Context: an optimization exercise on an open-source flow, tuned for small area, a short achievable clock period and few clock cycles. The choices shown serve that exercise and are no tape-out recipe.
RTL that was checked went through simulation tests only; none was proved equivalent to the original.
Power figures rest on the tool's default switching activity, not on a simulated workload.

==> flow/design.v <==
module add16 (output [15:0] s, input [15:0] a, input [15:0] b, input cin);
wire [15:0] p0 = a ^ b;
wire g0_0 = a[0] & b[0] | p0[0] & cin;
wire g0_1 = a[1] & b[1];
wire g0_2 = a[2] & b[2];
wire g0_3 = a[3] & b[3];
wire g0_4 = a[4] & b[4];
wire g0_5 = a[5] & b[5];
wire g0_6 = a[6] & b[6];
wire g0_7 = a[7] & b[7];
wire g0_8 = a[8] & b[8];
wire g0_9 = a[9] & b[9];
wire g0_10 = a[10] & b[10];
wire g0_11 = a[11] & b[11];
wire g0_12 = a[12] & b[12];
wire g0_13 = a[13] & b[13];
wire g0_14 = a[14] & b[14];
wire g0_15 = a[15] & b[15];
wire g_1_0 = g0_1 | p0[1] & g0_0;
wire g_3_2 = g0_3 | p0[3] & g0_2;
wire p_3_2 = p0[3] & p0[2];
wire g_5_4 = g0_5 | p0[5] & g0_4;
wire p_5_4 = p0[5] & p0[4];
wire g_7_6 = g0_7 | p0[7] & g0_6;
wire p_7_6 = p0[7] & p0[6];
wire g_9_8 = g0_9 | p0[9] & g0_8;
wire p_9_8 = p0[9] & p0[8];
wire g_11_10 = g0_11 | p0[11] & g0_10;
wire p_11_10 = p0[11] & p0[10];
wire g_13_12 = g0_13 | p0[13] & g0_12;
wire p_13_12 = p0[13] & p0[12];
wire g_15_14 = g0_15 | p0[15] & g0_14;
wire p_15_14 = p0[15] & p0[14];
wire g_3_0 = g_3_2 | p_3_2 & g_1_0;
wire g_7_4 = g_7_6 | p_7_6 & g_5_4;
wire p_7_4 = p_7_6 & p_5_4;
wire g_11_8 = g_11_10 | p_11_10 & g_9_8;
wire p_11_8 = p_11_10 & p_9_8;
wire g_15_12 = g_15_14 | p_15_14 & g_13_12;
wire p_15_12 = p_15_14 & p_13_12;
wire g_7_0 = g_7_4 | p_7_4 & g_3_0;
wire g_15_8 = g_15_12 | p_15_12 & g_11_8;
wire p_15_8 = p_15_12 & p_11_8;
wire g_15_0 = g_15_8 | p_15_8 & g_7_0;
wire g_11_0 = g_11_8 | p_11_8 & g_7_0;
wire g_5_0 = g_5_4 | p_5_4 & g_3_0;
wire g_9_0 = g_9_8 | p_9_8 & g_7_0;
wire g_13_0 = g_13_12 | p_13_12 & g_11_0;
wire g_2_0 = g0_2 | p0[2] & g_1_0;
wire g_4_0 = g0_4 | p0[4] & g_3_0;
wire g_6_0 = g0_6 | p0[6] & g_5_0;
wire g_8_0 = g0_8 | p0[8] & g_7_0;
wire g_10_0 = g0_10 | p0[10] & g_9_0;
wire g_12_0 = g0_12 | p0[12] & g_11_0;
wire g_14_0 = g0_14 | p0[14] & g_13_0;
assign s[0] = p0[0] ^ cin;
assign s[1] = p0[1] ^ g0_0;
assign s[2] = p0[2] ^ g_1_0;
assign s[3] = p0[3] ^ g_2_0;
assign s[4] = p0[4] ^ g_3_0;
assign s[5] = p0[5] ^ g_4_0;
assign s[6] = p0[6] ^ g_5_0;
assign s[7] = p0[7] ^ g_6_0;
assign s[8] = p0[8] ^ g_7_0;
assign s[9] = p0[9] ^ g_8_0;
assign s[10] = p0[10] ^ g_9_0;
assign s[11] = p0[11] ^ g_10_0;
assign s[12] = p0[12] ^ g_11_0;
assign s[13] = p0[13] ^ g_12_0;
assign s[14] = p0[14] ^ g_13_0;
assign s[15] = p0[15] ^ g_14_0;
endmodule
module MU0 ( Addr, Dout, Halted, Rd, Wr, cc, fetch, regC, Clk, Din,
     Reset, srcC );
output  Halted, Rd, Wr, fetch;
input  Clk, Reset;
output [11:0]  Addr;
output [1:0]  cc;
output [15:0]  Dout;
output [15:0]  regC;
input [15:0]  Din;
input [1:0]  srcC;
reg  [15:0] acc;
reg  [11:0] pc;      
reg  [11:0] ra;      
reg  [1:0]  op;      
reg         st;      
reg         hlt;     
reg         rq;      
wire        N = acc[15];
wire        Z = ~|acc;
wire        fc   = ~st & ~hlt;                   
wire [2:0]  f    = Din[14:12];
wire        stp  = &f;
wire        take = f[2] & ~f[0] & (~f[1] | ~Z) |    
               f[2] & ~f[1] & f[0] & ~N;            
wire        is_sta = ~op[1] & op[0];
wire [11:0] pc_n = pc + {11'd0, fc};
wire        en = st & ~is_sta;
wire        ka = ~rq & (op[1] | ~en);       
wire        kb = en;                        
wire        b1 = kb & ~op[0], b0 = kb & op[0];
wire [15:0] bop;
genvar i;
generate for (i = 0; i < 16; i = i + 1) begin : bsel
  assign bop[i] = Din[i] ? b1 : b0;
end endgenerate
wire [15:0] alu;
add16 u_add (.s(alu), .a(acc & {16{ka}}),
             .b(bop), .cin(op[0] & kb));
always @(posedge Clk or posedge Reset)
  if (Reset) begin
    pc  <= 12'd0;
    st  <= 1'b0;
    hlt <= 1'b0;
  end else begin
    st  <= fc & ~f[2];
    hlt <= hlt | fc & stp;
    pc  <= fc & (~f[2] | take) ? Din[11:0] : st ? ra : pc_n;
  end
always @(posedge Clk or posedge Reset)
  if (Reset) rq <= 1'b1;
  else       rq <= 1'b0;
always @(posedge Clk) begin
  acc <= alu;
  ra <= pc_n;
  op <= Din[13:12];
end
assign Addr   = pc;
assign Dout   = acc;
assign Rd     = ~Reset & ~hlt & ~(st & is_sta);
assign fetch  = ~Reset & fc;
assign Wr     = st & is_sta;
assign Halted = hlt;
assign cc     = {N, Z};
assign regC   = srcC[1] ? {14'd0, N, Z} :
                srcC[0] ? {4'd0, pc} : acc;
endmodule
export LEC_CHECK = 0
export CAP_MARGIN = 20
export CORE_MARGIN = 2
export CORE_UTILIZATION = 55
export SLEW_MARGIN = 20
create_clock -name core_clock -period 10.0 [get_ports {Clk}]
standard.sh (not shown) runs the stock make flow with config.mk's settings and CLKGATE_MAP_FILE= SYNTH_SCRIPT=/design/flow/synth_recipe.tcl, a recipe that flattens the netlist after the stock synthesis.
==> flow/flow/run.sh <==
#!/bin/bash
# Standard ORFS layout in parts:
#  1. the standard synthesis; flow/remap.sh then re-maps its combinational
#     logic for area (flip-flops unchanged);
#  2. floorplan and placement; flow/size_io.tcl then sizes the port buffers
#     on the paths from the inputs straight to the outputs (srcC to regC,
#     Reset to Rd and fetch);
#  3. clock tree, routing and the rest.
# Each step's full output is in its own .log file here.
# Ports are buffered with buf_1; timing repair aims at a 5.3 ns setup margin.
set -euo pipefail
K=("SETUP_SLACK_MARGIN=5.3" "BUFFER_PORTS_ARGS=-buffer_cell sky130_fd_sc_hd__buf_1" "CTS_ARGS=-sink_clustering_enable -repair_clock_nets -dont_use_dummy_load -buf_list sky130_fd_sc_hd__clkbuf_8")
R=orfs/results/$FLOW_PLATFORM/MU0/base
bash standard.sh "${K[@]}" synth > standard_synth.log 2>&1
cp $R/1_2_yosys.v standard_1_2_yosys.v
bash flow/remap.sh standard_1_2_yosys.v $R/1_2_yosys.v > remap.log 2>&1
rm -f $R/1_synth.odb $R/1_synth.sdc
bash standard.sh "${K[@]}" place > standard_place.log 2>&1
openroad -no_init -exit flow/size_io.tcl > size_io.log 2>&1
bash standard.sh "${K[@]}" finish > standard_finish.log 2>&1
Other scripts of this flow, unchanged in this note and not shown: flow/flow/cellmodels.py, flow/flow/remap.abc, flow/flow/remap.sh, flow/flow/size_io.tcl
Testbench counts at the start, summed over its fixed seeds: cycles 63,739.
Next try:
--- a/flow/design.v
+++ b/flow/design.v
@@ -130,9 +130,9 @@
 assign Dout   = acc;
 assign Rd     = ~Reset & ~hlt & ~(st & is_sta);
 assign fetch  = ~Reset & fc;
 assign Wr     = st & is_sta;
-assign Halted = hlt;
+assign Halted = hlt | ~Reset & fc & stp;
 assign cc     = {N, Z};
 assign regC   = srcC[1] ? {14'd0, N, Z} :
-                srcC[0] ? {4'd0, pc} : acc;
+                srcC[0] ? {4'd0, pc_n} : acc;
 endmodule
Result:
- The changed run ran to the end with no violations
- total power increases by 6.8%
- die area rose by 1.1%
- critical path depth decreases by 1
- via count rises by 5.8%
- design area climbs by 6.4%
- synthesized cell count rose by 1.6%
- utilization grows by 3.9 points
- area after synthesis goes up by 1.1%
- setup slack is better by 0.0034 ns
The RTL of the second run of this note was laid out without a check of its function.

// MU0: RTL as listed in full above, without the edits since
==> flow/config.mk <==
export PLATFORM = sky130hd
export DESIGN_NAME = MU0
export DESIGN_NICKNAME = MU0
export VERILOG_FILES = /design/flow/design.v
export SDC_FILE = /design/flow/constraint.sdc
export NUM_CORES = 4
export LEC_CHECK = 0
export CAP_MARGIN = 20
export CORE_MARGIN = 2
export CORE_UTILIZATION = 55
export SLEW_MARGIN = 20
==> flow/constraint.sdc <==
create_clock -name core_clock -period 10.0 [get_ports {Clk}]
set_input_delay 2.0000 -clock core_clock [delete_from_list [all_inputs] [get_ports {Clk}]]
set_output_delay 2.0000 -clock core_clock [all_outputs]
set_load 0.01 [all_outputs]
==> flow/flow/run.sh <==
#!/bin/bash
# Standard ORFS layout in parts:
#  1. the standard synthesis; flow/remap.sh then re-maps its combinational
#     logic for area (flip-flops unchanged);
#  2. floorplan and placement; flow/size_io.tcl then sizes the port buffers
#     on the paths from the inputs straight to the outputs (srcC to regC,
#     Reset to Rd and fetch);
#  3. clock tree, routing and the rest.
# Each step's full output is in its own .log file here.
# Ports are buffered with buf_1; timing repair aims at a 5.3 ns setup margin.
set -euo pipefail
K=("SETUP_SLACK_MARGIN=5.4" "BUFFER_PORTS_ARGS=-buffer_cell sky130_fd_sc_hd__buf_1" "CTS_ARGS=-sink_clustering_enable -repair_clock_nets -dont_use_dummy_load -buf_list sky130_fd_sc_hd__clkbuf_8")
R=orfs/results/$FLOW_PLATFORM/MU0/base
bash standard.sh "${K[@]}" synth > standard_synth.log 2>&1
cp $R/1_2_yosys.v standard_1_2_yosys.v
bash flow/remap.sh standard_1_2_yosys.v $R/1_2_yosys.v > remap.log 2>&1
rm -f $R/1_synth.odb $R/1_synth.sdc
bash standard.sh "${K[@]}" place > standard_place.log 2>&1
openroad -no_init -exit flow/size_io.tcl > size_io.log 2>&1
bash standard.sh "${K[@]}" finish > standard_finish.log 2>&1
Other scripts of this flow, unchanged in this note and not shown: flow/flow/cellmodels.py, flow/flow/remap.abc, flow/flow/remap.sh, flow/flow/size_io.tcl
Testbench counts at the start, summed over its fixed seeds: cycles 63,739.
Edit:
--- a/flow/design.v
+++ b/flow/design.v
@@ -85,9 +85,8 @@
 reg  [11:0] ra;      
 reg  [1:0]  op;      
 reg         st;      
 reg         hlt;     
-reg         rq;      
 wire        N = acc[15];
 wire        Z = ~|acc;
 wire        fc   = ~st & ~hlt;                   
 wire [2:0]  f    = Din[14:12];
@@ -96,9 +95,9 @@
                f[2] & ~f[1] & f[0] & ~N;            
 wire        is_sta = ~op[1] & op[0];
 wire [11:0] pc_n = pc + {11'd0, fc};
 wire        en = st & ~is_sta;
-wire        ka = ~rq & (op[1] | ~en);       
+wire        ka = ~Reset & (op[1] | ~en);    
 wire        kb = en;                        
 wire        b1 = kb & ~op[0], b0 = kb & op[0];
 wire [15:0] bop;
 genvar i;
@@ -117,11 +116,8 @@
     st  <= fc & ~f[2];
     hlt <= hlt | fc & stp;
     pc  <= fc & (~f[2] | take) ? Din[11:0] : st ? ra : pc_n;
   end
-always @(posedge Clk or posedge Reset)
-  if (Reset) rq <= 1'b1;
-  else       rq <= 1'b0;
 always @(posedge Clk) begin
   acc <= alu;
   ra <= pc_n;
   op <= Din[13:12];
Wire length climbs by 4.4%.
Worst hold slack got worse by 15 ps.
Sequential power barely changes.
Clock skew climbs by 7.8 ps.
Critical path depth climbs by 14.
Core utilization climbs by 4.1 points.
Only the layout flow was run in the second run of this note; the RTL was not checked for function there.

==> re-timing with driven ports <==
No port has a modelled driver above. Below, the same layouts with a new extraction and two added sets of constraints.
Step 1 assumes that a clkbuf_16 drives the clock port and a buf_2 every other input.
Step 2 times the ports against the registers' clock, not the clock port: input delays grow and output delays shrink by t, the midpoint of the rising clock arrivals with the driver on.
Three values: ideal ports, drivers, drivers and shift; two values: the first two.
| run | t, ns | setup WS [ns] | worst setup path after step 2 | worst data-port slew with drivers (ns) | pins driven straight from the clock port |
|---|---|---|---|---|---|
| the first run of note 1 | 0.317 | 5.343 / 5.303 / 5.266 | input to register | 0.04 | 1 |
| the second run of note 1 | 0.319 | 5.347 / 5.311 / 5.308 | input to register | 0.05 | 1 |
| the first run of note 2 | 0.316 | 5.366 / 5.306 / 5.285 | input to register | 0.06 | 1 |
| the second run of note 2 | 0.325 | 5.424 / 5.328 / 5.107 | input to register | 0.09 | 1 |
After both steps every run listed still meets setup and hold. For the second run of note 2, which loses most, drivers alone change the setup slack by -0.096 ns; drivers and shift together by -0.317 ns.
